This design comes from an exercise in tuning for small area, a short achievable clock period and few clock cycles on the open sky130 flow, not from production work. Where RTL was checked, it was by simulation tests only, not by an equivalence proof against the original. No functional check of the RTL was part of runs 1 to 3 and 7. No activity file was given, so power comes from the tool's default toggle rates.

$ cat design/flow/flow/run.sh
#!/bin/bash
# The standard ORFS layout (the standard.sh, unchanged synthesis) with:
#  - repair_timing asked to leave extra setup slack (sized for a faster clock),
#    without gate cloning;
#  - ports buffered with buf_2 cells;
#  - clock tree: larger sink clusters and no dummy balancing loads.
# The log of the ORFS run is kept in standard.log; ORFS's per-step logs are
# under orfs/logs.
set -e
bash standard.sh SETUP_SLACK_MARGIN=21.0 SKIP_GATE_CLONING=1 \
  "BUFFER_PORTS_ARGS=-buffer_cell sky130_fd_sc_hd__buf_2" \
  "CTS_ARGS=-sink_clustering_enable -repair_clock_nets -dont_use_dummy_load -sink_clustering_size 22 -sink_clustering_max_diameter 80" \
  finish > standard.log 2>&1
$ cat design/flow/standard.sh
#!/bin/bash
# synth_recipe.tcl (not shown) runs the flow's synth.tcl, then flattens the netlist and writes it again
# the make line also repeats each setting of config.mk as NAME=value (left out here)
make -C /OpenROAD-flow-scripts/flow DESIGN_CONFIG=/design/flow/config.mk WORK_HOME=/design/flow/orfs CLKGATE_MAP_FILE= SYNTH_SCRIPT=/design/flow/synth_recipe.tcl "${@:-finish}"
$ cat design/flow/config.mk
export PLATFORM = sky130hd
export DESIGN_NAME = y86_pipe
export DESIGN_NICKNAME = y86_pipe
export VERILOG_FILES = /design/flow/design.v
export SDC_FILE = /design/flow/constraint.sdc
export NUM_CORES = 8
export LEC_CHECK = 0
export CAP_MARGIN = 20
export CORE_MARGIN = 2
export CORE_UTILIZATION = 40
export SLEW_MARGIN = 20
export SYNTH_HIERARCHICAL = 1
$ cat design/flow/constraint.sdc
create_clock -name core_clock -period 28.0 [get_ports {clk}]
set_input_delay 5.6000 -clock core_clock [delete_from_list [all_inputs] [get_ports {clk}]]
set_output_delay 5.6000 -clock core_clock [all_outputs]
set_load 0.01 [all_outputs]
$ cat design/flow/design.v
module y86_pipe(clk, rst, imem_addr, imem_data, dmem_addr, dmem_wdata, dmem_we, dmem_rdata, stat);
input clk;
input rst;
output [9:0] imem_addr;
input [79:0] imem_data;
output [10:0] dmem_addr;
output [63:0] dmem_wdata;
output dmem_we;
input [63:0] dmem_rdata;
output [2:0] stat;
localparam [2:0] S_AOK = 3'd1, S_ADR = 3'd2;
localparam [3:0] RNONE = 4'hF, RSP = 4'h4;
reg [9:0]  pc;           
reg [3:0]  pcb;          
reg        fetch_on;     
reg        x_v;          
reg        x_ok;         
reg [2:0]  x_stat;
reg [3:0]  x_icode, x_ifun, x_rA, x_rB;
reg [63:0] x_valC;
reg [14:0] x_selA, x_selB;   
reg [8:0]  x_iniA, x_iniB;   
reg        x_fwdA, x_fwdB;   
reg        x_ldst;           
reg        x_retE;           
reg        m_we;         
reg        m_load;       
reg        m_ret;        
reg        m_bad;        
reg [10:0] m_addr;
reg [63:0] m_wdata;
reg [63:0] m_valE;
reg [3:0]  m_dstE, m_dstM;
reg [63:0] rf [0:14];
reg [14:0] rv;           
reg        zf, lt;       
reg [2:0]  stat_r;
wire live = (stat_r == S_AOK) & ~m_bad;
wire [64*15-1:0] rf_flat;
genvar gi;
generate
for (gi = 0; gi < 15; gi = gi + 1) begin : rff
    assign rf_flat[64*gi +: 64] = rf[gi];
end
endgenerate
wire x_act = x_v & live & ~x_ldst;
wire [63:0] valA, valE;
wire [10:0] x_addr;
wire        x_addr_bad, n_zf, n_lt, x_cnd, x_setcc, x_mem, x_memwr, x_load, x_isret, x_call;
wire [3:0]  f_t;             
wire        f_told;          
wire        taken;           
wire [3:0]  x_dstE, x_dstM;
y86_exec ex(
    .icode(x_icode), .ifun(x_ifun), .rA(x_rA), .rB(x_rB), .valC(x_valC),
    .selA(x_selA), .selB(x_selB), .iniA(x_iniA), .iniB(x_iniB), .fwdA(x_fwdA), .fwdB(x_fwdB),
    .rf(rf_flat), .m_valE(m_valE), .zf(zf), .lt(lt), .ok(x_ok),
    .act(x_act), .ft(f_t), .ftold(f_told), .taken(taken),
    .valA(valA), .valE(valE), .addr(x_addr), .addr_bad(x_addr_bad),
    .n_zf(n_zf), .n_lt(n_lt), .cnd(x_cnd), .isop(x_setcc), .mem(x_mem), .memwr(x_memwr),
    .load(x_load), .isret(x_isret), .call(x_call), .dstE(x_dstE), .dstM(x_dstM));
wire x_go = x_act & x_ok;                  
wire x_cc = x_act & x_setcc;               
wire [10:0] rsp_reg = rv[4] ? rf[4][10:0] : 11'h100;
wire [10:0] rsp_m   = (m_dstM == RSP) ? dmem_rdata[10:0] : m_valE[10:0];
wire        m_wsp   = (m_dstE == RSP) | (m_dstM == RSP);
wire [10:0] rsp_now = (x_act & (x_dstE == RSP)) ? valE[10:0] : m_wsp ? rsp_m : rsp_reg;
wire ret_now = m_ret | (x_v & x_retE & live);
wire        f_go, f_ok, f_early, f_retE, f_ldst, f_fwdA, f_fwdB;
wire [2:0]  f_stat;
wire [3:0]  f_rA, f_rB;
wire [14:0] f_selA, f_selB;
wire [8:0]  f_iniA, f_iniB;
wire [14:0] rwen;            
wire [63:0] f_valC;
wire [9:0]  pc_d;
wire [3:0]  pcb_d;
wire        fetch_on_d;
y86_fetch fe(
    .rst(rst), .imem_data(imem_data), .pc(pc), .pcb(pcb), .fetch_on(fetch_on), .live(live),
    .x_act(x_act), .x_mem(x_mem), .x_dstE(x_dstE), .x_dstM(x_dstM),
    .zf(zf), .lt(lt), .t(f_t), .told(f_told), .taken(taken),
    .rv_n(rv | rwen),
    .rdata(dmem_rdata), .ret_now(ret_now),
    .pc_d(pc_d), .pcb_d(pcb_d), .fetch_on_d(fetch_on_d),
    .go(f_go), .ok(f_ok), .stat(f_stat), .early(f_early), .retE(f_retE),
    .valC(f_valC), .rA(f_rA), .rB(f_rB),
    .selA(f_selA), .selB(f_selB), .iniA(f_iniA), .iniB(f_iniB), .fwdA(f_fwdA), .fwdB(f_fwdB), .ldst(f_ldst));
assign dmem_addr  = m_addr;
assign dmem_wdata = m_wdata;
assign dmem_we    = m_we;
assign imem_addr  = pc;
assign stat       = stat_r;
wire [63:0] wbus = m_load ? dmem_rdata : m_valE;
wire [63:0] wsp  = (m_dstM == RSP) ? dmem_rdata : m_valE;
always @(posedge clk) begin
    pc <= pc_d;
    pcb <= pcb_d;
    fetch_on <= fetch_on_d;
end
always @(posedge clk) begin
    if (rst) begin
        x_v <= 1'b0;
        x_ldst <= 1'b0;
        x_retE <= 1'b0;
    end else begin
        x_v <= f_go;
        x_ldst <= f_go & f_ldst;
        x_retE <= f_retE;
    end
    x_fwdA <= f_fwdA;
    x_fwdB <= f_fwdB;
    x_ok <= f_ok;
    x_stat <= f_stat;
    x_icode <= imem_data[7:4];
    x_ifun <= imem_data[3:0];
    x_rA <= f_rA;
    x_rB <= f_rB;
    x_valC <= f_valC;
    x_selA <= f_selA;
    x_selB <= f_selB;
    x_iniA <= f_iniA;
    x_iniB <= f_iniB;
end
always @(posedge clk) begin
    if (rst) begin
        m_we <= 1'b0;
        m_load <= 1'b0;
        m_ret <= 1'b0;
        m_bad <= 1'b0;
        m_dstE <= RNONE;
        m_dstM <= RNONE;
    end else begin
        m_we <= x_go & x_memwr & ~x_addr_bad;
        m_load <= x_go & x_load;
        m_ret <= x_go & x_isret & ~x_retE;
        m_bad <= x_go & x_mem & x_addr_bad;
        m_dstE <= x_go ? x_dstE : RNONE;
        m_dstM <= x_go ? x_dstM : RNONE;
    end
    m_addr <= f_retE ? rsp_now : x_addr;
    m_wdata <= x_call ? x_valC : valA;
    m_valE <= valE;
end
always @(posedge clk) begin
    if (rst) begin
        zf <= 1'b1; lt <= 1'b0;
    end else if (x_cc) begin
        zf <= n_zf; lt <= n_lt;
    end
end
always @(posedge clk) begin
    if (rst) stat_r <= S_AOK;
    else if (stat_r == S_AOK) begin
        if (m_bad) stat_r <= S_ADR;
        else if (x_act & ~x_ok) stat_r <= x_stat;
        else if (f_early) stat_r <= f_stat;
    end
end
genvar gr;
generate
for (gr = 0; gr < 15; gr = gr + 1) begin : rfw
    wire wen = ((m_dstE == gr) | (m_dstM == gr)) & ~m_bad;
    assign rwen[gr] = wen;
    always @(posedge clk) begin
        if (rst) rv[gr] <= 1'b0;
        else if (wen) rv[gr] <= 1'b1;
        if (wen) rf[gr] <= (gr == 4) ? wsp : wbus;
    end
end
endgenerate
endmodule
module y86_fetch(rst, imem_data, pc, pcb, fetch_on, live, x_act, x_mem, x_dstE, x_dstM,
                 zf, lt, t, told, taken, rv_n, rdata, ret_now,
                 pc_d, pcb_d, fetch_on_d,
                 go, ok, stat, early, retE, valC, rA, rB,
                 selA, selB, iniA, iniB, fwdA, fwdB, ldst);
input        rst;
input [79:0] imem_data;
input [9:0]  pc;
input [3:0]  pcb;
input        fetch_on;
input        live, x_act, x_mem;
input [3:0]  x_dstE, x_dstM;
input        zf, lt;
output [3:0] t;
output       told;
input        taken;
input [14:0] rv_n;
input [63:0] rdata;
input        ret_now;
output [9:0] pc_d;
output [3:0] pcb_d;
output       fetch_on_d;
output       go, ok, early, retE;
output [2:0] stat;
output [63:0] valC;
output [3:0] rA, rB;
output [14:0] selA, selB;
output [8:0] iniA, iniB;
output       fwdA, fwdB, ldst;
localparam [2:0] S_AOK = 3'd1, S_ADR = 3'd2, S_INS = 3'd3, S_HLT = 3'd4;
localparam [3:0] RNONE = 4'hF, RSP = 4'h4;
function [8:0] init9(input [14:0] oh);
    init9 = ({9{oh[0]}} & 9'h1) | ({9{oh[1]}} & 9'h8) | ({9{oh[2]}} & 9'h6) |
            ({9{oh[3]}} & 9'h5) | ({9{oh[4]}} & 9'h100) | ({9{oh[5]}} & 9'h6) |
            ({9{oh[6]}} & 9'h7) | ({9{oh[7]}} & 9'h5) | ({9{oh[8]}} & 9'h9) |
            ({9{oh[9]}} & 9'ha) | ({9{oh[10]}} & 9'hb) | ({9{oh[11]}} & 9'h1) |
            ({9{oh[12]}} & 9'h2) | ({9{oh[13]}} & 9'h3) | ({9{oh[14]}} & 9'h4);
endfunction
function cond(input [3:0] fn, input z, input l);
    case (fn)
        4'h0: cond = 1'b1;
        4'h1: cond = l | z;
        4'h2: cond = l;
        4'h3: cond = z;
        4'h4: cond = ~z;
        4'h5: cond = ~l;
        4'h6: cond = ~l & ~z;
        default: cond = 1'b0;
    endcase
endfunction
wire [3:0] icode = imem_data[7:4];
wire [3:0] ifun  = imem_data[3:0];
wire regids = (icode == 4'h2) | (icode == 4'h3) | (icode == 4'h4) | (icode == 4'h5) |
              (icode == 4'h6) | (icode == 4'hA) | (icode == 4'hB);
wire hasC   = (icode == 4'h3) | (icode == 4'h4) | (icode == 4'h5) |
              (icode == 4'h7) | (icode == 4'h8);
wire [10:0] pc1  = {1'b0, pc} + 11'd1;
wire [10:0] pc2  = {1'b0, pc} + 11'd2;
wire [10:0] pc9  = {1'b0, pc} + 11'd9;
wire [10:0] pc10 = {1'b0, pc} + 11'd10;
wire [10:0] valP = hasC ? (regids ? pc10 : pc9) : (regids ? pc2 : pc1);
assign stat = (|pcb) ? S_ADR :
              (icode > 4'hB) ? S_INS :
              (icode == 4'h0) ? S_HLT : S_AOK;
assign ok = (stat == S_AOK);
wire jmp  = (icode == 4'h7);
wire call = (icode == 4'h8);
wire ret  = (icode == 4'h9);
assign go = fetch_on & live;
assign retE = go & ok & ret & ~(x_act & x_mem);
assign early = go & ~ok & ~(x_act & x_mem);
assign rA = regids ? imem_data[15:12] : RNONE;
assign rB = regids ? imem_data[11:8] : RNONE;
assign valC = call ? {53'd0, valP} : imem_data[79:16];
wire useA = ok & ((icode == 4'h2) | (icode == 4'h4) | (icode == 4'h6) | (icode == 4'hA));
wire useB = ok & ((icode == 4'h4) | (icode == 4'h5) | (icode == 4'h6));
wire useS = ok & ((icode == 4'h8) | (icode == 4'h9) | (icode == 4'hA) | (icode == 4'hB));
wire [3:0] srcA = useA ? imem_data[15:12] : RNONE;
wire [3:0] srcB = useS ? RSP : useB ? imem_data[11:8] : RNONE;
y86_hazard hz(.srcA(srcA), .srcB(srcB), .pdE(x_act ? x_dstE : RNONE), .pdM(x_act ? x_dstM : RNONE),
              .fwdA(fwdA), .fwdB(fwdB), .ldst(ldst));
wire [14:0] ohA = (srcA == RNONE) ? 15'd0 : (15'd1 << srcA);
wire [14:0] ohB = (srcB == RNONE) ? 15'd0 : (15'd1 << srcB);
assign selA = ohA & rv_n & {15{~fwdA}};
assign selB = ohB & rv_n & {15{~fwdB}};
assign iniA = fwdA ? 9'd0 : init9(ohA & ~rv_n);
assign iniB = fwdB ? 9'd0 : init9(ohB & ~rv_n);
assign t = {cond(ifun, 1'b1, 1'b1), cond(ifun, 1'b1, 1'b0), cond(ifun, 1'b0, 1'b1), cond(ifun, 1'b0, 1'b0)};
assign told = cond(ifun, zf, lt);
wire [3:0] rhi, chi;
y86_hi4 rh(.v(rdata), .hi(rhi));
y86_hi4 ch(.v(imem_data[71:8]), .hi(chi));
wire adv = go & ~ldst;             
wire uj  = call | (jmp & (ifun == 4'h0));
wire [9:0] npc  = uj ? imem_data[17:8] : valP[9:0];
wire [3:0] npcb = uj ? chi : {3'd0, valP[10]};
y86_pcnext pn(.rst(rst), .redir(ret_now), .rpc(rdata[9:0]), .rpcb(rhi),
              .cj(adv & jmp & (ifun != 4'h0)), .taken(taken), .cpc(imem_data[17:8]), .cpcb(chi),
              .adv(adv), .npc(npc), .npcb(npcb), .pc(pc), .pcb(pcb), .pc_d(pc_d), .pcb_d(pcb_d));
assign fetch_on_d = rst | ret_now | (fetch_on & ~(adv & (ret | ~ok)));
endmodule
module y86_pcnext(rst, redir, rpc, rpcb, cj, taken, cpc, cpcb, adv, npc, npcb, pc, pcb, pc_d, pcb_d);
input        rst, redir, cj, taken, adv;
input [9:0]  rpc, cpc, npc, pc;
input [3:0]  rpcb, cpcb, npcb, pcb;
output [9:0] pc_d;
output [3:0] pcb_d;
wire tk = cj & ~rst & ~redir;
wire [9:0] opc  = rst ? 10'd0 : redir ? rpc : adv ? npc : pc;
wire [3:0] opcb = rst ? 4'd0 : redir ? rpcb : adv ? npcb : pcb;
assign pc_d  = (tk & taken) ? cpc : opc;
assign pcb_d = (tk & taken) ? cpcb : opcb;
endmodule
module y86_hi4(v, hi);
input [63:0] v;
output [3:0] hi;
assign hi = {|v[63:50], |v[49:36], |v[35:22], |v[21:10]};
endmodule
module y86_hazard(srcA, srcB, pdE, pdM, fwdA, fwdB, ldst);
input [3:0] srcA, srcB, pdE, pdM;
output fwdA, fwdB, ldst;
localparam [3:0] RNONE = 4'hF;
assign fwdA = (srcA != RNONE) & (srcA == pdE);
assign fwdB = (srcB != RNONE) & (srcB == pdE);
assign ldst = (pdM != RNONE) & ((srcA == pdM) | (srcB == pdM));
endmodule
module y86_exec(icode, ifun, rA, rB, valC, selA, selB, iniA, iniB, fwdA, fwdB, rf, m_valE, zf, lt, ok,
                act, ft, ftold, taken,
                valA, valE, addr, addr_bad, n_zf, n_lt, cnd, isop, mem, memwr, load, isret, call,
                dstE, dstM);
input [3:0]  icode, ifun, rA, rB;
input [63:0] valC;
input [14:0] selA, selB;
input [8:0]  iniA, iniB;
input        fwdA, fwdB;
input [64*15-1:0] rf;
input [63:0] m_valE;
input        zf, lt, ok;
input        act;
input [3:0]  ft;
input        ftold;
output       taken;
output [63:0] valA, valE;
output [10:0] addr;
output       addr_bad, n_zf, n_lt, cnd, isop, mem, memwr, load, isret, call;
output [3:0] dstE, dstM;
localparam [3:0] RNONE = 4'hF, RSP = 4'h4;
wire i_rr   = (icode == 4'h2);
wire i_ir   = (icode == 4'h3);
wire i_rm   = (icode == 4'h4);
wire i_mr   = (icode == 4'h5);
wire i_op   = (icode == 4'h6);
wire i_call = (icode == 4'h8);
wire i_ret  = (icode == 4'h9);
wire i_push = (icode == 4'hA);
wire i_pop  = (icode == 4'hB);
wire [63:0] valB;
y86_rdport rpa(.sel(selA), .ini(iniA), .rf(rf), .fwd(fwdA), .fval(m_valE), .val(valA));
y86_rdport rpb(.sel(selB), .ini(iniB), .rf(rf), .fwd(fwdB), .fval(m_valE), .val(valB));
reg [63:0] aluA, aluB;
always @(*) begin
    case (icode)
        4'h2, 4'h6:        aluA = valA;
        4'h3, 4'h4, 4'h5:  aluA = valC;
        4'h8, 4'hA:        aluA = -64'd8;
        4'h9, 4'hB:        aluA = 64'd8;
        default:           aluA = 64'd0;
    endcase
    case (icode)
        4'h4, 4'h5, 4'h6, 4'h8, 4'h9, 4'hA, 4'hB: aluB = valB;
        default:                                  aluB = 64'd0;
    endcase
end
wire [1:0] fn = i_op ? ifun[1:0] : 2'b00;
y86_alu alu(.fn(fn), .a(aluA), .b(aluB), .e(valE), .zf(n_zf), .lt(n_lt));
assign isop = i_op;
wire [1:0] fl = {n_zf, n_lt};
assign taken = (act & i_op) ? ft[fl] : ftold;
reg c;
always @(*) begin
    case (ifun)
        4'h0: c = 1'b1;
        4'h1: c = lt | zf;
        4'h2: c = lt;
        4'h3: c = zf;
        4'h4: c = ~zf;
        4'h5: c = ~lt;
        4'h6: c = ~lt & ~zf;
        default: c = 1'b0;
    endcase
end
assign cnd = c;
assign memwr = i_rm | i_push | i_call;
assign mem   = ok & (i_mr | i_pop | i_ret | memwr);
assign load  = i_mr | i_pop;
assign isret = i_ret;
assign call  = i_call;
wire spaddr = i_pop | i_ret;
assign addr = spaddr ? valB[10:0] : valE[10:0];
assign addr_bad = spaddr ? (valB > 64'd2000) : (valE > 64'd2000);
assign dstE = (i_op | i_ir | (i_rr & c)) ? rB :
              (i_call | i_ret | i_push | i_pop) ? RSP : RNONE;
assign dstM = (i_mr | i_pop) ? rA : RNONE;
endmodule
module y86_rdport(sel, ini, rf, fwd, fval, val);
input [14:0] sel;
input [8:0] ini;
input [64*15-1:0] rf;
input fwd;
input [63:0] fval;
output reg [63:0] val;
integer i;
always @(*) begin
    val = ({64{fwd}} & fval) | {55'd0, ini};
    for (i = 0; i < 15; i = i + 1)
        val = val | ({64{sel[i]}} & rf[64*i +: 64]);
end
endmodule
module y86_alu(fn, a, b, e, zf, lt);
input [1:0] fn;
input [63:0] a, b;
output [63:0] e;
output zf, lt;
wire sub = (fn == 2'b01);
wire [63:0] a2 = sub ? ~a : a;
wire [63:0] p = b ^ a2;
wire [63:0] g = b & a2;
wire [63:0] G [0:6];
wire [63:0] P [0:6];
assign G[0] = {g[63:1], g[0] | (p[0] & sub)};
assign P[0] = p;
genvar k, i;
generate
for (k = 0; k < 6; k = k + 1) begin : lvl
    for (i = 0; i < 64; i = i + 1) begin : bt
        if (i >= (1 << k)) begin : comb
            assign G[k+1][i] = G[k][i] | (P[k][i] & G[k][i - (1 << k)]);
            assign P[k+1][i] = P[k][i] & P[k][i - (1 << k)];
        end else begin : pass
            assign G[k+1][i] = G[k][i];
            assign P[k+1][i] = P[k][i];
        end
    end
end
endgenerate
wire [64:0] c = {G[6], sub};      
wire [63:0] sum = p ^ c[63:0];
assign e = (fn == 2'b10) ? g : (fn == 2'b11) ? p : sum;
wire [63:0] zneed = {a2[62:0] | b[62:0], sub};
wire z_sum = &(p ~^ zneed);
wire z_and = ~|g;
wire z_xor = ~|p;
assign zf = (fn == 2'b10) ? z_and : (fn == 2'b11) ? z_xor : z_sum;
assign lt = (fn == 2'b10) ? g[63] : (fn == 2'b11) ? p[63] : (p[63] ^ c[64]);
endmodule
==> results.ini, run 1 <==
[timing]
hold_viol=0
drv_slew=0
fmax_ghz=0.1341
slew_headroom_pct=15.67
worst_slew_pin_slew_ns=1.252
post-route-min-period_ns=7.456
skew_ns=0.1155
setup_viol=0
period_share_pct=26.63
setup_tns_ns=0
rsz0062_at_grt=true

[global_route]
overflow=0
grt_pass1_wl_um=397000
antenna_found_initial=30
grt_usage_pct=34.59
grt_pass1_vias=49390
grt_max_degree=60

[setup_path]
critical_path_class=input port to register
endpoint_kind=register
cp_max_fo=8
cp.arrival_ns=8.04
crit_required_ns=28.59
cp-start-kind=input port

[clock_tree]
numClockSinks=1283
root_buffer=clkbuf_16
clk_latency_ns=0.75
clk_pin_slew_ns=0.09
htreeDepth=3
cts_tree=done
clockBufferDepth=3
cts_made_buffers=76
cts_hold_buffers=0

[routing]
antenna_left=0
route.vias.total=52840
routed_via_density=6.942
wl_um=297600
dr.pass1.iters=19
wl_per_cell_um=39.10
drt-initial-drc-count=8414
drc=0

[cells_and_area]
fin_util_pct=44.30
drive_above_1_share_pct=18.06
fin_nets=5709
syn_to_final_growth_pct=10.25
fillCellCount=14750

[synthesis]
ys_warn_count=12
synthCells=5308
avgSynthCellArea_sq_um=12.13
syn_area_sq_um=64370

[die]
die_y_um=405.2
initial_core_util_pct=40.18
rows=147
die_w_um=405.2
io_pins=235
design.die.area_sq_um=164200
core-area_sq_um=160200

[placed_design]
hpwlAfterDp_um=188400
numPortBuffers=234
gp_congestion=1.056

[pwr]
power.share.combinational_pct=20.1
p_sw_mw=1.269
clock_power_share_pct=26.3
sequentialPowerShare_pct=53.6
totalPowerFinal_mw=4.202
vdd_ir_drop_max_mv=0.04175
switching_share_pct=30.20
p_per_area_nw_per_um2=59.21
intPower_mw=2.933
p_leak_nw=24.45

[flow_run]
maxCapViolations=0

[status]
status=finished clean

[min_path]
hold_path.class=register to register

==> state kept, by name, indices dropped and copies added, names as in the netlist, 3 cells and up <==
name / flops
x_iniA: 9
x_selB: 15
m_valE: 64
x_icode: 4
x_stat: 3
stat_r: 3
x_rA: 4
rf: 960
x_iniB: 9
m_addr: 11
rv: 15
pc: 10
x_ifun: 4
x_selA: 15
pcb: 4
m_wdata: 64
x_rB: 4
m_dstE: 4
m_dstM: 4
x_valC: 64
==> metal layers <==
metal	part of all wire [%]	track usage [%]	vias to the layer above
met4	6.1	18.43	24
met1	38	45.50	26520
met5	0.051	0.05947	-
met2	44	52.28	4169
met3	13	8.862	883
li1	-	-	21250
==> power by group through the flow <==
stage                     registers, mW  logic (mW)  clock network [mW]
after floorplan                    2.26       0.455                   0
after global placement             2.29       0.738                   0
final                              2.25       0.844                1.11
after detailed placement           2.29       0.739                   0
after CTS                          2.25       0.777                1.11
after global routing               2.25       0.875                1.17
==> area by class of cell <==
class / count / area (sq um) / share of cell area, %
clock buffer: 76 / 1902 / 2.680
sequential: 1283 / 35430 / 49.92
tap: 2160 / 2703 / 3.808
timing repair buffer: 473 / 3664 / 5.162
inverter: 175 / 656.9 / 0.9256
antenna: 20 / 50.05 / 0.07052
multi-input combinational: 3424 / 26570 / 37.43
==> cell usage in the layout (no fill, tap or decap), types with 33 or more instances in the layout <==
cell and n:
a21oi_1 167, a221o_1 65, a221oi_1 449, a22o_1 462
a22oi_1 77, and2_1 65, and3_1 33, buf_2 231
buf_4 167, clkbuf_16 76, dfxtp_1 281, dfxtp_4 33
edfxtp_1 960, ha_1 90, inv_1 171, mux2_2 154
mux2i_1 43, nand2_1 367, nand4_1 185, nor2_1 138
nor2b_1 106, nor4_1 85, o21ai_0 104, xnor2_1 123
xor2_1 59
==> worst max-delay path, stage by stage <==
cell and delay [ns]:
buf_12 0.12, nand2_4 0.06, nand2_4 0.06, nor3_4 0.32
or2b_1 0.30, xnor2_1 0.18, nand4_1 0.12, a21oi_2 0.28
nor2_4 0.08, buf_8 0.13, and3b_2 0.21, and4bb_4 0.22
buf_12 0.13, a32o_1 0.21
==> final timing paths <==
| check | startpoint | cells after the start | end | slack [ns] |
|---|---|---|---|---|
| worst max-delay path | imem_data[6] | 14 | pc[0] | 20.54 |
| worst min-delay path | x_retE | 1 | m_ret | 0.44 |
| worst max register to register | x_selA[10] | 20 | pc[0] | 20.88 |
| worst min register to register | x_retE | 1 | m_ret | 0.44 |
==> timing repair <==
action,in CTS,in global routing
buffers inserted,73,55
pin swaps,50,37
gates resized for setup,131,107
endpoints found under the setup margin,83,63
==> stage by stage <==
step,setup slack [ns],hold WS (ns),instances,cell area [sq um]
4_1_cts,20.73,0.4400,7536,69860
3_3_place_gp,19.24,0.4285,7387,66710
6_report,20.54,0.4392,7611,70970
2_1_floorplan,20.36,0.4106,5315,64500
5_1_grt,20.48,0.4652,7600,70940
3_5_place_dp,19.12,0.4277,7387,66710
==> run 2: changes to the inputs <==
--- a/design/flow/config.mk
+++ b/design/flow/config.mk
@@ -8,5 +8,5 @@
 export CAP_MARGIN = 20
 export CORE_MARGIN = 2
-export CORE_UTILIZATION = 40
+export CORE_UTILIZATION = 55
 export SLEW_MARGIN = 20
 export SYNTH_HIERARCHICAL = 1
==> results.ini, run 2 <==
[setup_path]
endpoint_kind=register  ; unchanged
critical_path_class=input port to register  ; unchanged
r2r_start=x_selA[14]  ; was x_selA[10]
r2r-end=m_bad  ; was pc[0]
r2r_slack_ns=20.90  ; was 20.88 ns
cp.arrival_ns=7.92  ; was 8.04 ns
worst_r2r_path_depth=24  ; was 20
cp-start-kind=input port  ; unchanged
cpPeakStageDelay_ns=0.95  ; was 0.32 ns
cp_max_fo=6  ; was 8
cpLargestDelayFamily=simple AND/OR/NAND/NOR gates  ; unchanged
crit_buf_inv=1  ; was 3
crit_required_ns=28.57  ; was 28.59 ns
slowest_stage=nand4_1  ; was nor3_4
path_cells=buf_2 -> nor4_1 -> nand4_1 -> nand2b_1 -> a32o_1  ; was buf_12 -> nand2_4 -> nand2_4 -> nor3_4 -> or2b_1 -> xnor2_1 -> nand4_1 -> a21oi_2 -> nor2_4 -> buf_8 -> and3b_2 -> and4bb_4 -> buf_12 -> a32o_1

[placed_design]
hpwlAfterDp_um=185600  ; was 188400 um
dp_slack_ns=18.97  ; was 19.12 ns
gp_congestion=1.090  ; was 1.056
numPortBuffers=234  ; unchanged
dpl_cell_area_sq_um=65950  ; was 66710 sq um

[routing]
drc=0  ; unchanged
drt-initial-drc-count=9800  ; was 8414
wl_um=293600  ; was 297600 um
antenna_left=0  ; unchanged
routed_via_density=7.782  ; was 6.942
route.vias.total=54140  ; was 52840
wl_per_cell_um=42.20  ; was 39.10 um
dr.pass1.iters=7  ; was 19

[pwr]
totalPowerFinal_mw=4.174  ; was 4.202 mW
vdd_ir_drop_max_mv=0.06899  ; was 0.04175 mV
p_per_area_nw_per_um2=59.75  ; was 59.21 nW/um^2
p_leak_nw=24.33  ; was 24.45 nW

[die]
design.die.area_sq_um=119800  ; was 164200 sq um
die_w_um=346.1  ; was 405.2 um
io_pins=235  ; unchanged
initial_core_util_pct=55.39  ; was 40.18%
rows=125  ; was 147
core-area_sq_um=116200  ; was 160200 sq um
die_y_um=346.1  ; was 405.2 um

[status]
status=finished clean  ; unchanged

[cells_and_area]
final_cell_mix=960 x edfxtp_1, 462 x a22o_1, 449 x a221oi_1  ; unchanged
syn_to_final_growth_pct=8.513  ; was 10.25%
design_area_sq_um=69850  ; was 70970 sq um
fin_nets=5689  ; was 5709
fin_util_pct=60.11  ; was 44.30%
ff_latch_area_sq_um=35420  ; was 35430 sq um
multi_input_area_sq_um=26660  ; was 26570 sq um
largest_reg_flops=960  ; unchanged
fillCellCount=9438  ; was 14750
largest-register=rf  ; unchanged
drive_above_1_share_pct=17.74  ; was 18.06%
final_common_cell=edfxtp_1  ; unchanged

[synthesis]
syn_area_sq_um=64370  ; unchanged
avgSynthCellArea_sq_um=12.13  ; unchanged
synthCells=5308  ; unchanged
ys_warn_count=12  ; unchanged

[clock_tree]
clk_pin_slew_ns=0.08  ; was 0.09 ns
cts_tree=done  ; unchanged
clk_latency_ns=0.71  ; was 0.75 ns
numClockSinks=1283  ; unchanged
htreeDepth=3  ; unchanged
root_buffer=clkbuf_16  ; unchanged
cts_made_buffers=73  ; was 76
clockBufferDepth=3  ; unchanged

[timing]
skew_ns=0.09090  ; was 0.1155 ns
drv_slew=0  ; unchanged
rsz0062_at_grt=true  ; unchanged
fin_ws_ns=20.65  ; was 20.54 ns
period_share_pct=26.24  ; was 26.63%
hold_viol=0  ; unchanged
fmax_ghz=0.1361  ; was 0.1341 GHz
setup_tns_ns=0  ; unchanged
post-route-min-period_ns=7.347  ; was 7.456 ns
slew_headroom_pct=14.45  ; was 15.67%
worst_slew_pin_slew_ns=1.283  ; was 1.252 ns
setup_viol=0  ; unchanged

[min_path]
min_to=m_ret  ; unchanged
min_from=x_retE  ; unchanged
hold_depth=1  ; unchanged
hold_path.class=register to register  ; unchanged

[global_route]
grt_max_degree=65  ; was 60
antenna_found_initial=25  ; was 30
grt_usage_pct=47.33  ; was 34.59%
grt_pass1_wl_um=397800  ; was 397000 um
grt_pass1_vias=50030  ; was 49390
overflow=0  ; unchanged

[flow_run]
maxCapViolations=0  ; unchanged

-- run 2: stage by stage --
step,hold slack [ns],std cells
floorplan,0.4106,5315
global placement,0.4250,6754
detailed placement,0.4285,6754
CTS,0.4406,6905
global route,0.4731,6947
finish,0.4399,6957
-- run 2: worst register-to-register path: stages (launching register included) --
cell and delay [ns]:
dfxtp_4 0.45, buf_6 0.31, a22o_1 0.27, a221oi_1 0.31, nand4_1 0.33, a221o_1 0.45
xnor2_2 0.23, inv_1 0.08, ha_2 0.46, nand4_1 0.31, nor4_2 0.42, a221oi_1 0.17
nor3b_1 0.23, a2111oi_1 0.80, o21ai_0 0.29, nand3_1 0.18, a31oi_1 0.12, xnor2_1 0.15
a21oi_1 0.10, nor4_1 0.31, nand4_1 0.21, nor4_4 0.46, a21oi_2 0.20, nand2_1 0.11
nor2_1 0.05
-- run 2: layer usage --
layer / routed length (um) / GRT usage (%) / part of all wire (%)
met5: 299 / 1.120 / 0.10
met4: 29510 / 37.53 / 10
met3: 42250 / 14.48 / 14
met2: 119800 / 66.85 / 41
met1: 101700 / 60.26 / 35
-- run 2: repair_timing --
action / 4_1_cts / 5_1_grt
hold buffers: 0 / 0
setup buffers: 78 / 30
gates resized for setup: 129 / 110
pin swaps: 64 / 32
endpoints found under the setup margin: 81 / 69
-- run 2: report_power, final --
| part | internal [mW] | switching, mW | total, mW |
|---|---|---|---|
| logic | 0.269 | 0.574 | 0.843 |
| clock network | 0.466 | 0.618 | 1.08 |
| registers | 2.17 | 0.0797 | 2.25 |
-- run 2: final cells by class --
| cell class | count | share of cell area, % |
|---|---|---|
| Antenna cell | 22 | 0.07881 |
| Sequential cell | 1283 | 50.71 |
| Clock buffer | 73 | 2.615 |
| Inverter | 175 | 0.9404 |
| Tap cell | 1524 | 2.730 |
| Timing Repair Buffer | 456 | 4.752 |
| Multi-Input combinational cell | 3424 | 38.17 |
-- run 2: worst max-delay path by stage --
stage	cells past startpoint	endpoint	startpoint	slack [ns]
finish	5	pcb[1]	dmem_rdata[30]	20.65
detailed placement	12	pcb[2]	imem_data[7]	18.97
global placement	9	x_selA[9]	imem_data[6]	18.91
CTS	13	pc[2]	imem_data[6]	20.85
global route	13	pc[2]	imem_data[7]	20.70
floorplan	13	pcb[0]	imem_data[7]	20.36
==> run 3: changes to the inputs <==
--- a/design/flow/flow/run.sh
+++ b/design/flow/flow/run.sh
@@ -8,5 +8,5 @@
 # under orfs/logs.
 set -e
-bash standard.sh SETUP_SLACK_MARGIN=21.0 SKIP_GATE_CLONING=1 \
+bash standard.sh SETUP_SLACK_MARGIN=20.5 SKIP_GATE_CLONING=1 \
   "BUFFER_PORTS_ARGS=-buffer_cell sky130_fd_sc_hd__buf_2" \
   "CTS_ARGS=-sink_clustering_enable -repair_clock_nets -dont_use_dummy_load -sink_clustering_size 22 -sink_clustering_max_diameter 80" \
==> results.ini, run 3 <==
[placed_design]
numPortBuffers=234  ; unchanged
dp_cells=6747  ; was 6754
gp_congestion=1.088  ; was 1.090
dpl_cell_area_sq_um=65840  ; was 65950 sq um
hpwlAfterDp_um=186300  ; was 185600 um

[routing]
antenna_left=0  ; unchanged
route.vias.total=53380  ; was 54140
dr.pass1.iters=21  ; was 7
wl_per_cell_um=42.31  ; was 42.20 um
drc=0  ; unchanged
drt-initial-drc-count=9499  ; was 9800
wl_um=291400  ; was 293600 um
routed_via_density=7.749  ; was 7.782

[clock_tree]
htreeDepth=3  ; unchanged
numClockSinks=1283  ; unchanged
clk_pin_slew_ns=0.09  ; was 0.08 ns
cts_tree=done  ; unchanged
cts_hold_buffers=0  ; unchanged
cts_made_buffers=73  ; unchanged
clk_latency_ns=0.72  ; was 0.71 ns
clockBufferDepth=3  ; unchanged
root_buffer=clkbuf_16  ; unchanged

[synthesis]
ys_warn_count=12  ; unchanged
syn_area_sq_um=64370  ; unchanged
avgSynthCellArea_sq_um=12.13  ; unchanged
synthCells=5308  ; unchanged

[die]
die_w_um=346.1  ; unchanged
die_y_um=346.1  ; unchanged
initial_core_util_pct=55.39  ; unchanged
rows=125  ; unchanged
core-area_sq_um=116200  ; unchanged
io_pins=235  ; unchanged
design.die.area_sq_um=119800  ; unchanged

[setup_path]
slowest_stage=nand4_1  ; unchanged
r2r_start=x_selA[12]  ; was x_selA[14]
crit_required_ns=28.58  ; was 28.57 ns
critical_path_class=input port to register  ; unchanged
cpLargestDelayFamily=simple AND/OR/NAND/NOR gates  ; unchanged
path_cells=buf_2 -> nor4_1 -> nand4_1 -> nand2b_1 -> a32o_1  ; unchanged
cp-start-kind=input port  ; unchanged
endpoint_kind=register  ; unchanged
worstSetupStartpoint=dmem_rdata[42]  ; was dmem_rdata[30]
cpPeakStageDelay_ns=1.00  ; was 0.95 ns
cp_max_fo=3  ; was 6
crit_buf_inv=1  ; unchanged
cp.arrival_ns=8.13  ; was 7.92 ns

[cells_and_area]
final_cell_mix=960 x edfxtp_1, 462 x a22o_1, 452 x a221oi_1  ; was 960 x edfxtp_1, 462 x a22o_1, 449 x a221oi_1
post_layout_nonfiller_instances=6888  ; was 6957
fin_nets=5626  ; was 5689
design_area_sq_um=68590  ; was 69850 sq um
drive_above_1_share_pct=15.15  ; was 17.74%
final_common_cell=edfxtp_1  ; unchanged
largest_reg_flops=960  ; unchanged
largest-register=rf  ; unchanged
syn_to_final_growth_pct=6.556  ; was 8.513%

[timing]
fmax_ghz=0.1324  ; was 0.1361 GHz
setup_tns_ns=0  ; unchanged
skew_ns=0.09501  ; was 0.09090 ns
whs_ns=0.4438  ; was 0.4399 ns
worst_slew_pin_slew_ns=1.432  ; was 1.283 ns
drv_slew=0  ; unchanged
post-route-min-period_ns=7.550  ; was 7.347 ns
rsz0062_at_grt=false  ; was true
period_share_pct=26.96  ; was 26.24%
slew_headroom_pct=3.649  ; was 14.45%
hold_viol=0  ; unchanged
setup_viol=0  ; unchanged

[pwr]
p_leak_nw=23.82  ; was 24.33 nW
vdd_ir_drop_max_mv=0.06204  ; was 0.06899 mV
p_per_area_nw_per_um2=60.32  ; was 59.75 nW/um^2

[global_route]
grt_pass1_wl_um=396100  ; was 397800 um
grt_pass1_vias=49840  ; was 50030
grt_usage_pct=47.10  ; was 47.33%
antenna_found_initial=26  ; was 25
grt_max_degree=65  ; unchanged
overflow=0  ; unchanged

[min_path]
hold_path.class=register to register  ; unchanged
min_from=x_retE  ; unchanged

[flow_run]
maxCapViolations=0  ; unchanged

[status]
status=finished clean  ; unchanged

## run 3: path summary, 6_finish.rpt
check,to,slack [ns],depth (start not counted)
worst max register to register,m_we,20.59,26
worst min register to register,m_ret,0.44,1
worst max-delay path,pcb[2],20.45,5
worst min-delay path,m_ret,0.44,1
## run 3: per-layer routing
metal | routed length, um | vias to the layer above | track usage [%] | part of all wire [%]
met5 | 157 | - | 0 | 0.054
met4 | 27120 | 24 | 34.11 | 9.3
met3 | 39930 | 1244 | 13.07 | 14
met2 | 122900 | 4811 | 69.59 | 42
met1 | 101300 | 26240 | 59.59 | 35
li1 | - | 21060 | - | -
## run 3: area by class of cell
cell class / instances / area, sq um
fillers: 9511 / 47610
inverters: 175 / 656.9
flip-flops and latches: 1283 / 35420
clock buffers: 73 / 1827
repair buffers: 393 / 2631
diodes: 16 / 40.04
well taps: 1524 / 1907
multi-input cells: 3424 / 26110
## run 3: repair_timing
action / 4_1_cts / 5_1_grt
pin swaps: 19 / 12
endpoints found under the setup margin: 68 / 29
setup buffers: 31 / 21
gates resized for setup: 20 / 55
## run 3: report_power, final
part | leakage (nW) | internal (mW) | switching, mW | total [mW]
Combinational | 11.5 | 0.251 | 0.561 | 0.812
Sequential | 11.5 | 2.17 | 0.0820 | 2.25
Clock | 0.900 | 0.465 | 0.611 | 1.08
Total | 23.8 | 2.88 | 1.25 | 4.14
## run 3: per-stage QoR
stage | power, mW | utilization, % | worst slack, ns
global route | 4.217 | 59.01 | 20.48
floorplan | 2.710 | - | 20.35
global placement | 3.026 | 56.65 | 19.06
CTS | 4.078 | 58.64 | 20.53
finish | 4.137 | 59.03 | 20.45
detailed placement | 3.028 | 56.65 | 19.02
==> run 4: changes to the inputs <==
--- a/design/flow/design.v
+++ b/design/flow/design.v
@@ -406,7 +406,7 @@
 for (k = 0; k < 6; k = k + 1) begin : lvl
     for (i = 0; i < 64; i = i + 1) begin : bt
-        if (i >= (1 << k)) begin : comb
-            assign G[k+1][i] = G[k][i] | (P[k][i] & G[k][i - (1 << k)]);
-            assign P[k+1][i] = P[k][i] & P[k][i - (1 << k)];
+        if (((i >> k) & 1) == 1) begin : comb
+            assign G[k+1][i] = G[k][i] | (P[k][i] & G[k][((i >> k) << k) - 1]);
+            assign P[k+1][i] = P[k][i] & P[k][((i >> k) << k) - 1];
         end else begin : pass
             assign G[k+1][i] = G[k][i];
==> results.ini, run 4 <==
[die]
design.die.area_sq_um=117700  ; was 119800 sq um
die_y_um=343.1  ; was 346.1 um
rows=124  ; was 125
core-area_sq_um=114200  ; was 116200 sq um
initial_core_util_pct=55.38  ; was 55.39%
die_w_um=343.1  ; was 346.1 um
io_pins=235  ; unchanged

[global_route]
grt_pass1_vias=46570  ; was 49840
grt_usage_pct=44.59  ; was 47.10%
grt_max_degree=57  ; was 65
overflow=0  ; unchanged
grt_pass1_wl_um=365500  ; was 396100 um
antenna_found_initial=16  ; was 26

[clock_tree]
numClockSinks=1283  ; unchanged
htreeDepth=3  ; unchanged
cts_tree=done  ; unchanged
clk_pin_slew_ns=0.09  ; about the same
root_buffer=clkbuf_16  ; unchanged
cts_made_buffers=71  ; was 73
clk_latency_ns=0.72  ; about the same
clockBufferDepth=3  ; unchanged

[cells_and_area]
largest_reg_flops=960  ; unchanged
final_common_cell=edfxtp_1  ; unchanged
design_area_sq_um=67150  ; was 68590 sq um
syn_to_final_growth_pct=6.173  ; was 6.556%
final_cell_mix=960 x edfxtp_1, 462 x a22o_1, 446 x a221oi_1  ; was 960 x edfxtp_1, 462 x a22o_1, 452 x a221oi_1
largest-register=rf  ; unchanged
fin_nets=5381  ; was 5626
drive_above_1_share_pct=15.65  ; was 15.15%

[setup_path]
crit_required_ns=28.61  ; was 28.58 ns
endpoint_kind=register  ; unchanged
cp.arrival_ns=8.04  ; was 8.13 ns
critical_path_class=register to register  ; was input port to register
cp_max_fo=32  ; was 3
cp-start-kind=register  ; was input port

[placed_design]
gp_congestion=1.075  ; was 1.088
hpwlAfterDp_um=172900  ; was 186300 um
dpl_cell_area_sq_um=64710  ; was 65840 sq um
numPortBuffers=234  ; unchanged

[synthesis]
avgSynthCellArea_sq_um=12.52  ; was 12.13 sq um
syn_area_sq_um=63240  ; was 64370 sq um
ys_warn_count=12  ; unchanged
synthCells=5051  ; was 5308

[timing]
skew_ns=0.1022  ; was 0.09501 ns
hold_viol=0  ; unchanged
worst_slew_pin_slew_ns=1.296  ; was 1.432 ns
slew_headroom_pct=12.85  ; was 3.649%
drv_slew=0  ; unchanged
setup_tns_ns=0  ; unchanged
setup_viol=0  ; unchanged
period_share_pct=26.53  ; was 26.96%
fmax_ghz=0.1346  ; was 0.1324 GHz
post-route-min-period_ns=7.429  ; was 7.550 ns
rsz0062_at_grt=true  ; was false

[flow_run]
maxCapViolations=0  ; unchanged

[routing]
routed_via_density=7.572  ; was 7.749
drt-initial-drc-count=8055  ; was 9499
wl_um=270200  ; was 291400 um
route.vias.total=50140  ; was 53380
drc=0  ; unchanged
wl_per_cell_um=40.80  ; was 42.31 um
dr.pass1.iters=10  ; was 21
antenna_left=0  ; unchanged

[pwr]
p_leak_nw=23.28  ; was 23.82 nW
vdd_ir_drop_max_mv=0.07778  ; was 0.06204 mV
p_per_area_nw_per_um2=60.56  ; was 60.32 nW/um^2

[status]
status=finished clean  ; unchanged

[min_path]
hold_path.class=register to register  ; unchanged

[run 4: per-stage QoR]
| step | setup slack [ns] | power [mW] | hold WS (ns) | util (%) | instances |
|---|---|---|---|---|---|
| 5_1_grt | 20.46 | 4.154 | 0.4610 | 58.79 | 6615 |
| 4_1_cts | 20.48 | 4.027 | 0.4446 | 58.47 | 6586 |
| 3_5_place_dp | 19.44 | 2.997 | 0.4314 | 56.67 | 6497 |
| 3_3_place_gp | 19.44 | 2.993 | 0.4304 | 56.67 | 6497 |
| 2_1_floorplan | 20.35 | 2.700 | 0.4106 | - | 5058 |
| 6_report | 20.57 | 4.066 | 0.4422 | 58.80 | 6621 |
[run 4: timing repair]
item / in CTS / in global routing
gates resized for setup: 17 / 29
pin swaps: 11 / 21
setup endpoints to repair: 65 / 29
buffers inserted: 18 / 24
endpoints found under the hold margin: 0 / 0
hold buffers: 0 / 0
[run 4: where the power goes]
part           switching, mW  total [mW]  internal [mW]
Sequential            0.0824        2.25           2.17
Clock                  0.607        1.06          0.453
Combinational          0.511       0.755          0.244
[run 4: worst max-delay path, stage by stage (launching register included)]
cell and delay (ns):
dfxtp_4 0.50, buf_6 0.31, buf_6 0.30, a22o_1 0.27, a221oi_1 0.28, nand4_1 0.50, a221o_1 0.51, xnor2_1 0.42
inv_1 0.17, ha_1 0.53, nand4_1 0.16, or4_1 0.52, nor3_1 0.20, o21ai_2 0.14, a21oi_2 0.27, o31a_1 0.22
o21a_1 0.13, o31ai_1 0.09, nor4_1 0.49, nand4_1 0.28, nor4_4 0.48, a21oi_1 0.25, nor3b_2 0.21
[run 4: worst paths after layout]
path              start  endpoint  slack (ns)  cells after the start
min              x_retE     m_ret        0.44                      1
max reg2reg  x_selA[13]      m_we       20.57                     22
max          x_selA[13]      m_we       20.57                     22
min reg2reg      x_retE     m_ret        0.44                      1
[run 4: final cells by class]
| type | instances | area (sq um) |
|---|---|---|
| fillers | 9351 | 47040 |
| flip-flops and latches | 1283 | 35420 |
| multi-input cells | 3201 | 24970 |
| repair buffers | 380 | 2454 |
| well taps | 1512 | 1892 |
| clock buffers | 71 | 1777 |
| inverters | 163 | 611.8 |
| diodes | 11 | 27.53 |
[run 4: layer usage]
layer / vias up / wire length, um / GRT usage, %
met4: 16 / 23570 / 31.32
li1: 20160 / - / -
met3: 939 / 35590 / 11.90
met2: 4067 / 115400 / 65.83
met1: 24960 / 95490 / 57.20
met5: - / 88 / 0
Testbench counts of run 4, summed over its fixed seeds: cycles 14,933.
==> run 5: changes to the inputs <==
--- a/design/flow/config.mk
+++ b/design/flow/config.mk
@@ -8,5 +8,5 @@
 export CAP_MARGIN = 20
 export CORE_MARGIN = 2
-export CORE_UTILIZATION = 55
+export CORE_UTILIZATION = 65
 export SLEW_MARGIN = 20
 export SYNTH_HIERARCHICAL = 1
==> results.ini, run 5 <==
[pwr]
sequentialPowerShare_pct=55.8  ; was 55.4%
p_leak_nw=23.17  ; was 23.28 nW
switching_share_pct=29.18  ; was 29.51%
intPower_mw=2.860  ; was 2.866 mW
p_per_area_nw_per_um2=60.60  ; was 60.56 nW/um^2
power.share.combinational_pct=18.3  ; was 18.6%
vdd_ir_drop_max_mv=0.08334  ; was 0.07778 mV
clock_power_share_pct=25.9  ; was 26.1%
p_sw_mw=1.178  ; was 1.200 mW

[setup_path]
cp_max_fo=42  ; was 32
critical_path_class=register to register  ; unchanged
path_cells=buf_4 -> a22o_1 -> a221oi_1 -> nand4_1 -> a221o_1 -> xnor2_1 -> inv_1 -> ha_1 -> xnor2_1 -> nor4_1 -> nand4_1 -> nor4_1 -> a41oi_1 -> o21ai_0 -> mux4_2 -> mux2_2 -> a31oi_4 -> buf_4 -> a32o_1  ; was buf_6 -> buf_6 -> a22o_1 -> a221oi_1 -> nand4_1 -> a221o_1 -> xnor2_1 -> inv_1 -> ha_1 -> nand4_1 -> or4_1 -> nor3_1 -> o21ai_2 -> a21oi_2 -> o31a_1 -> o21a_1 -> o31ai_1 -> nor4_1 -> nand4_1 -> nor4_4 -> a21oi_1 -> nor3b_2
cp.arrival_ns=8.22  ; was 8.04 ns
slowest_stage=o21ai_0  ; was ha_1
cp-start-kind=register  ; unchanged
endpoint_kind=register  ; unchanged
cpLargestDelayFamily=compound AO/OA/AOI/OAI gates  ; was simple AND/OR/NAND/NOR gates
crit_buf_inv=3  ; unchanged
crit_required_ns=28.60  ; was 28.61 ns
cpPeakStageDelay_ns=0.91  ; was 0.53 ns

[cells_and_area]
final_common_cell=edfxtp_1  ; unchanged
fin_nets=5367  ; was 5381
final_cell_mix=960 x edfxtp_1, 462 x a22o_1, 447 x a221oi_1  ; was 960 x edfxtp_1, 462 x a22o_1, 446 x a221oi_1
fin_util_pct=69.00  ; was 58.80%
drive_above_1_share_pct=15.22  ; was 15.65%
largest-register=rf  ; unchanged
syn_to_final_growth_pct=5.360  ; was 6.173%
largest_reg_flops=960  ; unchanged

[synthesis]
ys_warn_count=12  ; unchanged
syn_area_sq_um=63240  ; unchanged
synthCells=5051  ; unchanged
avgSynthCellArea_sq_um=12.52  ; unchanged

[routing]
wl_um=256800  ; was 270200 um
route.vias.total=51490  ; was 50140
routed_via_density=8.077  ; was 7.572
dr.pass1.iters=10  ; unchanged
wl_per_cell_um=40.29  ; was 40.80 um
drt-initial-drc-count=10200  ; was 8055
drc=0  ; unchanged
antenna_left=0  ; unchanged

[timing]
setup_viol=0  ; unchanged
rsz0062_at_grt=true  ; unchanged
whs_ns=0.4217  ; was 0.4422 ns
slew_headroom_pct=21.29  ; was 12.85%
period_share_pct=27.20  ; was 26.53%
fmax_ghz=0.1313  ; was 0.1346 GHz
worst_slew_pin_slew_ns=1.181  ; was 1.296 ns
post-route-min-period_ns=7.617  ; was 7.429 ns
setup_tns_ns=0  ; unchanged
skew_ns=0.06497  ; was 0.1022 ns
hold_viol=0  ; unchanged
drv_slew=0  ; unchanged

[die]
core-area_sq_um=96570  ; was 114200 sq um
io_pins=235  ; unchanged
die_y_um=315.9  ; was 343.1 um
design.die.area_sq_um=99810  ; was 117700 sq um
rows=114  ; was 124
die_w_um=315.9  ; was 343.1 um
initial_core_util_pct=65.49  ; was 55.38%

[clock_tree]
clk_pin_slew_ns=0.09  ; about the same
clockBufferDepth=3  ; unchanged
numClockSinks=1283  ; unchanged
cts_tree=done  ; unchanged
root_buffer=clkbuf_16  ; unchanged
htreeDepth=3  ; unchanged
clk_latency_ns=0.71  ; was 0.72 ns
cts_made_buffers=70  ; was 71
cts_hold_buffers=0  ; unchanged

[flow_run]
maxCapViolations=0  ; unchanged

[min_path]
hold_path.class=register to register  ; unchanged

[global_route]
grt_usage_pct=50.38  ; was 44.59%
antenna_found_initial=14  ; was 16
grt_pass1_wl_um=352700  ; was 365500 um
grt_max_degree=84  ; was 57
overflow=0  ; unchanged
grt_pass1_vias=48170  ; was 46570

[status]
status=finished clean  ; unchanged

[placed_design]
numPortBuffers=234  ; unchanged
gp_congestion=1.089  ; was 1.075
hpwlAfterDp_um=159300  ; was 172900 um

[run 5: area by class of cell]
type	count	area [sq um]
Sequential cell	1283	35420
Tap cell	1276	1597
Clock buffer	70	1752
Timing Repair Buffer	367	2291
Fill cell	6983	29930
Antenna cell	15	37.54
Multi-Input combinational cell	3201	24930
Inverter	163	611.8
[run 5: routing by layer]
layer	wire [um]	track usage (%)	vias to the layer above
met5	107	0	-
li1	-	-	20140
met3	40550	17.26	1342
met4	24780	38.68	10
met1	84990	63.28	24890
met2	106400	71.77	5113
[run 5: what timing repair did]
item,CTS,global route
buffers inserted,11,31
endpoints found under the setup margin,43,48
gates resized for setup,7,24
pin swaps,7,25
[run 5: per-stage QoR]
stage,setup slack (ns),power [mW],std cells,cell area [sq um]
5_1_grt,20.40,4.108,6360,66590
3_5_place_dp,19.09,2.969,6248,64320
4_1_cts,20.50,3.971,6329,66220
3_3_place_gp,19.18,2.959,6247,64310
6_report,20.38,4.038,6375,66630
2_1_floorplan,20.35,2.700,5058,63310
[run 5: worst reg2reg max path, delay by kind of cell, from the launching register on]
family / cells / cell delay, ns
buffers and inverters: 3 / 0.79
and+or+nand+nor: 4 / 1.57
AOI/OAI and AO/OA: 7 / 2.67
DFF: 1 / 0.53
adders and majority gates: 1 / 0.62
muxes: 2 / 0.77
xor gates and xnor gates: 2 / 0.60
[run 5: final timing paths]
path | from | to | slack [ns] | cells after the start
setup reg to reg | x_selA[6] | pcb[3] | 20.38 | 19
setup / recovery | x_selA[6] | pcb[3] | 20.38 | 19
hold / removal | x_retE | m_ret | 0.42 | 1
hold reg to reg | x_retE | m_ret | 0.42 | 1
[run 5: power by group through the flow]
stage	Sequential [mW]	Combinational (mW)	Clock, mW
final	2.25	0.738	1.05
after global routing	2.26	0.763	1.09
after CTS	2.25	0.694	1.03
after detailed placement	2.29	0.680	0
after global placement	2.29	0.673	0
after floorplan	2.26	0.440	0
==> run 6: changes to the inputs <==
--- a/design/flow/flow/run.sh
+++ b/design/flow/flow/run.sh
@@ -8,5 +8,5 @@
 # under orfs/logs.
 set -e
-bash standard.sh SETUP_SLACK_MARGIN=20.5 SKIP_GATE_CLONING=1 \
+bash standard.sh SETUP_SLACK_MARGIN=21.0 SKIP_GATE_CLONING=1 \
   "BUFFER_PORTS_ARGS=-buffer_cell sky130_fd_sc_hd__buf_2" \
   "CTS_ARGS=-sink_clustering_enable -repair_clock_nets -dont_use_dummy_load -sink_clustering_size 22 -sink_clustering_max_diameter 80" \
--- a/design/flow/config.mk
+++ b/design/flow/config.mk
@@ -8,5 +8,5 @@
 export CAP_MARGIN = 20
 export CORE_MARGIN = 2
-export CORE_UTILIZATION = 65
+export CORE_UTILIZATION = 55
 export SLEW_MARGIN = 20
 export SYNTH_HIERARCHICAL = 1
==> results.ini, run 6 <==
[pwr]
power.share.combinational_pct=18.7  ; was 18.3%
clock_power_share_pct=26.1  ; was 25.9%
p_sw_mw=1.207  ; was 1.178 mW
p_per_area_nw_per_um2=60.31  ; was 60.60 nW/um^2
sequentialPowerShare_pct=55.2  ; was 55.8%
vdd_ir_drop_max_mv=0.04741  ; was 0.08334 mV
intPower_mw=2.880  ; was 2.860 mW
switching_share_pct=29.53  ; was 29.18%
p_leak_nw=23.54  ; was 23.17 nW

[clock_tree]
root_buffer=clkbuf_16  ; unchanged
htreeDepth=3  ; unchanged
cts_hold_buffers=0  ; unchanged
clk_latency_ns=0.71  ; about the same
clockBufferDepth=3  ; unchanged
cts_tree=done  ; unchanged
cts_made_buffers=71  ; was 70
numClockSinks=1283  ; unchanged
clk_pin_slew_ns=0.09  ; about the same

[cells_and_area]
final_common_cell=edfxtp_1  ; unchanged
final_cell_mix=960 x edfxtp_1, 462 x a22o_1, 446 x a221oi_1  ; was 960 x edfxtp_1, 462 x a22o_1, 447 x a221oi_1
drive_above_1_share_pct=17.00  ; was 15.22%
largest-register=rf  ; unchanged
fin_nets=5418  ; was 5367
syn_to_final_growth_pct=7.164  ; was 5.360%
largest_reg_flops=960  ; unchanged
fillCellCount=9396  ; was 6983

[global_route]
grt_pass1_wl_um=368300  ; was 352700 um
grt_usage_pct=44.71  ; was 50.38%
grt_pass1_vias=47560  ; was 48170
overflow=0  ; unchanged
grt_max_degree=75  ; was 84
antenna_found_initial=12  ; was 14

[timing]
rsz0062_at_grt=true  ; unchanged
skew_ns=0.07935  ; was 0.06497 ns
drv_slew=0  ; unchanged
setup_tns_ns=0  ; unchanged
period_share_pct=26.20  ; was 27.20%
setup_viol=0  ; unchanged
post-route-min-period_ns=7.337  ; was 7.617 ns
worst_slew_pin_slew_ns=1.277  ; was 1.181 ns
fmax_ghz=0.1363  ; was 0.1313 GHz
hold_viol=0  ; unchanged
whs_ns=0.4563  ; was 0.4217 ns
slew_headroom_pct=14.00  ; was 21.29%

[setup_path]
worst_r2r_path_depth=19  ; unchanged
cpLargestDelayFamily=simple AND/OR/NAND/NOR gates  ; was compound AO/OA/AOI/OAI gates
r2r_slack_ns=20.80  ; was 20.38 ns
crit_required_ns=28.55  ; was 28.60 ns
endpoint_kind=register  ; unchanged
path_cells=buf_12 -> nand2_4 -> nand2_4 -> nor3_4 -> or2b_1 -> xnor2_1 -> nand4_1 -> a21oi_2 -> nor2_4 -> and3b_2 -> and4bb_4 -> buf_6 -> a32o_1  ; was buf_4 -> a22o_1 -> a221oi_1 -> nand4_1 -> a221o_1 -> xnor2_1 -> inv_1 -> ha_1 -> xnor2_1 -> nor4_1 -> nand4_1 -> nor4_1 -> a41oi_1 -> o21ai_0 -> mux4_2 -> mux2_2 -> a31oi_4 -> buf_4 -> a32o_1
critical_path_class=input port to register  ; was register to register
cpPeakStageDelay_ns=0.31  ; was 0.91 ns
crit_buf_inv=2  ; was 3
cp_max_fo=8  ; was 42
r2r_start=x_selA[13]  ; was x_selA[6]
critPathMostFrequentCell=nand2_4
r2r-end=pc[5]  ; was pcb[3]
cp-start-kind=input port  ; was register
slowest_stage=or2b_1  ; was o21ai_0
cp.arrival_ns=7.89  ; was 8.22 ns

[synthesis]
synthCells=5051  ; unchanged
ys_warn_count=12  ; unchanged
avgSynthCellArea_sq_um=12.52  ; unchanged
syn_area_sq_um=63240  ; unchanged

[die]
die_w_um=343.1  ; was 315.9 um
design.die.area_sq_um=117700  ; was 99810 sq um
rows=124  ; was 114
initial_core_util_pct=55.38  ; was 65.49%
die_y_um=343.1  ; was 315.9 um
io_pins=235  ; unchanged
core-area_sq_um=114200  ; was 96570 sq um

[placed_design]
hpwlAfterDp_um=169200  ; was 159300 um
gp_congestion=1.079  ; was 1.089
numPortBuffers=234  ; unchanged

[min_path]
min_to=m_ret  ; unchanged
hold_path.class=register to register  ; unchanged
min_from=x_retE  ; unchanged
hold_depth=1  ; unchanged

[routing]
route.vias.total=50530  ; was 51490
wl_per_cell_um=40.61  ; was 40.29 um
routed_via_density=7.590  ; was 8.077
dr.pass1.iters=7  ; was 10
wl_um=270400  ; was 256800 um
antenna_left=0  ; unchanged
drc=0  ; unchanged
drt-initial-drc-count=8363  ; was 10200

[status]
status=finished clean  ; unchanged

[flow_run]
maxCapViolations=0  ; unchanged

run 6: metrics by stage:
step	util, %	total power [mW]	setup slack (ns)	area, sq um	cells
finish	59.35	4.087	20.66	67770	6657
global route	59.33	4.174	20.58	67750	6649
CTS	58.88	4.040	20.73	67240	6619
detailed placement	56.68	2.994	19.11	64730	6493
global placement	56.68	2.990	19.17	64730	6493
floorplan	-	2.703	20.36	63370	5058
run 6: cell type report:
class                      instances  area (sq um)  area share, %
timing repair buffer             417          2870          4.235
clock buffer                      71          1777          2.622
inverter                         163         611.8         0.9028
sequential                      1283         35420          52.27
antenna                           10         25.02        0.03692
tap                             1512          1892          2.791
multi-input combinational       3201         25170          37.15
run 6: timing repair:
| action | in CTS | in global routing |
|---|---|---|
| resized for setup | 52 | 64 |
| pin swaps | 38 | 46 |
| setup endpoints to repair | 73 | 66 |
| buffers inserted | 55 | 28 |
| gates cloned | 0 | 0 |
run 6: worst register-to-register path: stages, from the launching register on:
cell and delay [ns]:
dfxtp_4 0.42, buf_4 0.39, a22o_1 0.36, a221oi_1 0.26
nand4_1 0.51, a221o_1 0.60, xnor2_1 0.37, inv_1 0.09
ha_1 0.65, xnor2_1 0.23, nor4_1 0.45, nand4_1 0.16
nor4_1 0.36, a41oi_1 0.07, o21ai_0 0.84, mux4_2 0.41
mux2_2 0.31, and4bb_4 0.24, buf_6 0.14, a32o_1 0.22
run 6: power by group through the flow:
stage | logic, mW | clock network (mW) | registers (mW)
after global routing | 0.793 | 1.12 | 2.26
after CTS | 0.728 | 1.06 | 2.25
after detailed placement | 0.699 | 0 | 2.29
after floorplan | 0.443 | 0 | 2.26
final | 0.765 | 1.07 | 2.26
after global placement | 0.696 | 0 | 2.29
run 6: metal layers:
layer	routed length [um]	GRT usage, %
met4	23520	30.89
met3	35400	11.33
met1	95450	57.37
met2	116000	66.66
met5	35	0
run 6: worst max-delay path by stage:
stage | from | to | slack (ns) | depth (start not counted)
floorplan | imem_data[7] | pcb[0] | 20.36 | 13
global placement | imem_data[5] | pcb[2] | 19.17 | 11
detailed placement | imem_data[6] | pcb[2] | 19.11 | 11
CTS | imem_data[6] | pc[1] | 20.73 | 13
global route | imem_data[7] | pc[6] | 20.58 | 13
finish | imem_data[7] | pc[5] | 20.66 | 13
==> run 7: changes to the inputs <==
--- a/design/flow/design.v
+++ b/design/flow/design.v
@@ -345,5 +345,6 @@
 end
 wire [1:0] fn = i_op ? ifun[1:0] : 2'b00;
-y86_alu alu(.fn(fn), .a(aluA), .b(aluB), .e(valE), .zf(n_zf), .lt(n_lt));
+wire big;
+y86_alu alu(.fn(fn), .a(aluA), .b(aluB), .e(valE), .zf(n_zf), .lt(n_lt), .big(big));
 assign isop = i_op;
 wire [1:0] fl = {n_zf, n_lt};
@@ -370,5 +371,5 @@
 wire spaddr = i_pop | i_ret;
 assign addr = spaddr ? valB[10:0] : valE[10:0];
-assign addr_bad = spaddr ? (valB > 64'd2000) : (valE > 64'd2000);
+assign addr_bad = spaddr ? (valB > 64'd2000) : big;
 assign dstE = (i_op | i_ir | (i_rr & c)) ? rB :
               (i_call | i_ret | i_push | i_pop) ? RSP : RNONE;
@@ -389,9 +390,10 @@
 end
 endmodule
-module y86_alu(fn, a, b, e, zf, lt);
+module y86_alu(fn, a, b, e, zf, lt, big);
 input [1:0] fn;
 input [63:0] a, b;
 output [63:0] e;
 output zf, lt;
+output big;      
 wire sub = (fn == 2'b01);
 wire [63:0] a2 = sub ? ~a : a;
@@ -420,5 +422,9 @@
 assign e = (fn == 2'b10) ? g : (fn == 2'b11) ? p : sum;
 wire [63:0] zneed = {a2[62:0] | b[62:0], sub};
-wire z_sum = &(p ~^ zneed);
+wire zhi = &(p[63:12] ~^ zneed[63:12]);
+wire z_sum = zhi & (&(p[11:0] ~^ zneed[11:0]));
+wire [10:0] sl = sum[10:0];
+assign big = ~(zhi & (p[11] ~^ c[11])) |
+             (&sl[10:6] & (sl[5] | (sl[4] & (|sl[3:0]))));
 wire z_and = ~|g;
 wire z_xor = ~|p;
==> results.ini, run 7 <==
[status]
status=finished clean  ; unchanged

[placed_design]
dpl_cell_area_sq_um=64950  ; was 64730 sq um
hpwlAfterDp_um=170700  ; was 169200 um
gp_congestion=1.045  ; was 1.079
dp_slack_ns=19.30  ; was 19.11 ns
dp_cells=6508  ; was 6493

[cells_and_area]
design_area_sq_um=67540  ; was 67770 sq um
final_cell_mix=960 x edfxtp_1, 462 x a22o_1, 449 x a221oi_1  ; was 960 x edfxtp_1, 462 x a22o_1, 446 x a221oi_1
fillCellCount=9324  ; was 9396
largest_reg_flops=960  ; unchanged
syn_to_final_growth_pct=6.436  ; was 7.164%
fin_util_pct=59.07  ; was 59.35%
multi_input_area_sq_um=25190  ; was 25170 sq um
drive_above_1_share_pct=16.47  ; was 17.00%
ff_latch_area_sq_um=35440  ; was 35420 sq um
fin_nets=5406  ; was 5418

[timing]
post-route-min-period_ns=7.552  ; was 7.337 ns
fmax_ghz=0.1324  ; was 0.1363 GHz
setup_tns_ns=0  ; unchanged
period_share_pct=26.97  ; was 26.20%
slew_headroom_pct=21.38  ; was 14.00%
skew_ns=0.07076  ; was 0.07935 ns
hold_viol=0  ; unchanged
fin_ws_ns=20.45  ; was 20.66 ns

[setup_path]
critical_path_class=register to register  ; was input port to register
crit_required_ns=28.54  ; was 28.55 ns
endpoint_kind=register  ; unchanged

[global_route]
antenna_found_initial=20  ; was 12
grt_usage_pct=45.31  ; was 44.71%
grt_pass1_wl_um=373200  ; was 368300 um
grt_pass1_vias=47600  ; was 47560

[min_path]
hold_path.class=register to register  ; unchanged

[pwr]
p_per_area_nw_per_um2=60.73  ; was 60.31 nW/um^2
totalPowerFinal_mw=4.101  ; was 4.087 mW
p_leak_nw=23.73  ; was 23.54 nW

[routing]
route.vias.total=50800  ; was 50530
drc=0  ; unchanged
wl_per_cell_um=41.28  ; was 40.61 um

[synthesis]
syn_area_sq_um=63450  ; was 63240 sq um

[clock_tree]
clk_latency_ns=0.69  ; was 0.71 ns
clk_pin_slew_ns=0.09  ; about the same
cts_made_buffers=71  ; unchanged
htreeDepth=3  ; unchanged
numClockSinks=1283  ; unchanged

[die]
die_w_um=343.7  ; was 343.1 um
initial_core_util_pct=55.49  ; was 55.38%
design.die.area_sq_um=118100  ; was 117700 sq um
io_pins=235  ; unchanged
core-area_sq_um=114300  ; was 114200 sq um

-- run 7: routing by layer --
layer  vias to the layer above  wire [um]  track usage [%]
met5                         -         98                0
met4                        14      21790            29.25
met3                       970      37650            12.82
met2                      4302     116900            66.49
met1                     25300      98050            58.97
li1                      20220          -                -
-- run 7: modules after synthesis, one instance, submodules excluded, a selection --
module / flops+latches / cells / times used
y86_exec: 0 / 253 / 1
y86_fetch: 0 / 408 / 1
y86_hazard: 0 / 26 / 1
y86_hi4: 0 / 19 / 2
y86_pcnext: 0 / 65 / 1
y86_pipe: 1283 / 1848 / 1
-- run 7: worst paths after layout --
| check | start | endpoint | slack (ns) | cells after the start |
|---|---|---|---|---|
| max | x_selA[9] | pc[5] | 20.45 | 20 |
| min | x_retE | m_ret | 0.48 | 1 |
| max reg2reg | x_selA[9] | pc[5] | 20.45 | 20 |
| min reg2reg | x_retE | m_ret | 0.48 | 1 |
-- run 7: cell families after synthesis --
group	Yosys count
compound gates	1493
other cells	1
flops	1283
simple gates	1169
fa+ha+maj	136
xor+xnor	183
mux	219
buf+inv	584
-- run 7: power breakdown --
group          leakage (nW)  switching [mW]  total, mW  internal (mW)
clock                 0.875           0.609       1.06          0.453
sequential             11.5          0.0881       2.26           2.17
combinational          11.4           0.520      0.777          0.258
total                  23.7            1.22       4.10           2.88
-- run 7: worst max-delay path, cell delays in order (launching register included) --
cell	delay, ns
dfxtp_4	0.55
buf_4	0.44
a22o_1	0.29
a221oi_1	0.29
nand4_1	0.59
a221o_1	0.60
xnor2_1	0.54
inv_1	0.10
ha_1	0.45
xor2_1	0.17
nand4_1	0.11
nor4_1	0.50
nand4_1	0.32
nor4_1	0.58
a41oi_1	0.11
o21ai_2	0.39
mux4_2	0.38
mux2_2	0.33
and4bb_4	0.25
buf_12	0.14
a32o_1	0.20
-- run 7: final cells by class --
cell class                 count  share of cell area (%)
clock buffer                  71                   2.631
timing repair buffer         396                   3.829
multi-input combinational   3208                   37.30
antenna                       15                 0.05558
inverter                     165                  0.9170
tap                         1512                   2.801
sequential                  1283                   52.47
-- run 7: what timing repair did --
item	4_1_cts	5_1_grt
resized for setup	41	23
endpoints found under the setup margin	77	56
pin swaps	27	15
hold buffers	0	0
buffers inserted	40	16

Re-timed with assumed drivers on the ports (clkbuf_16 on the clock, buf_2 on other inputs), run 7 has 20.448 ns of setup slack against 20.448 ns with ideal ports, and 19.941 ns once port delays also move by the mid clock arrival of 0.730 ns.
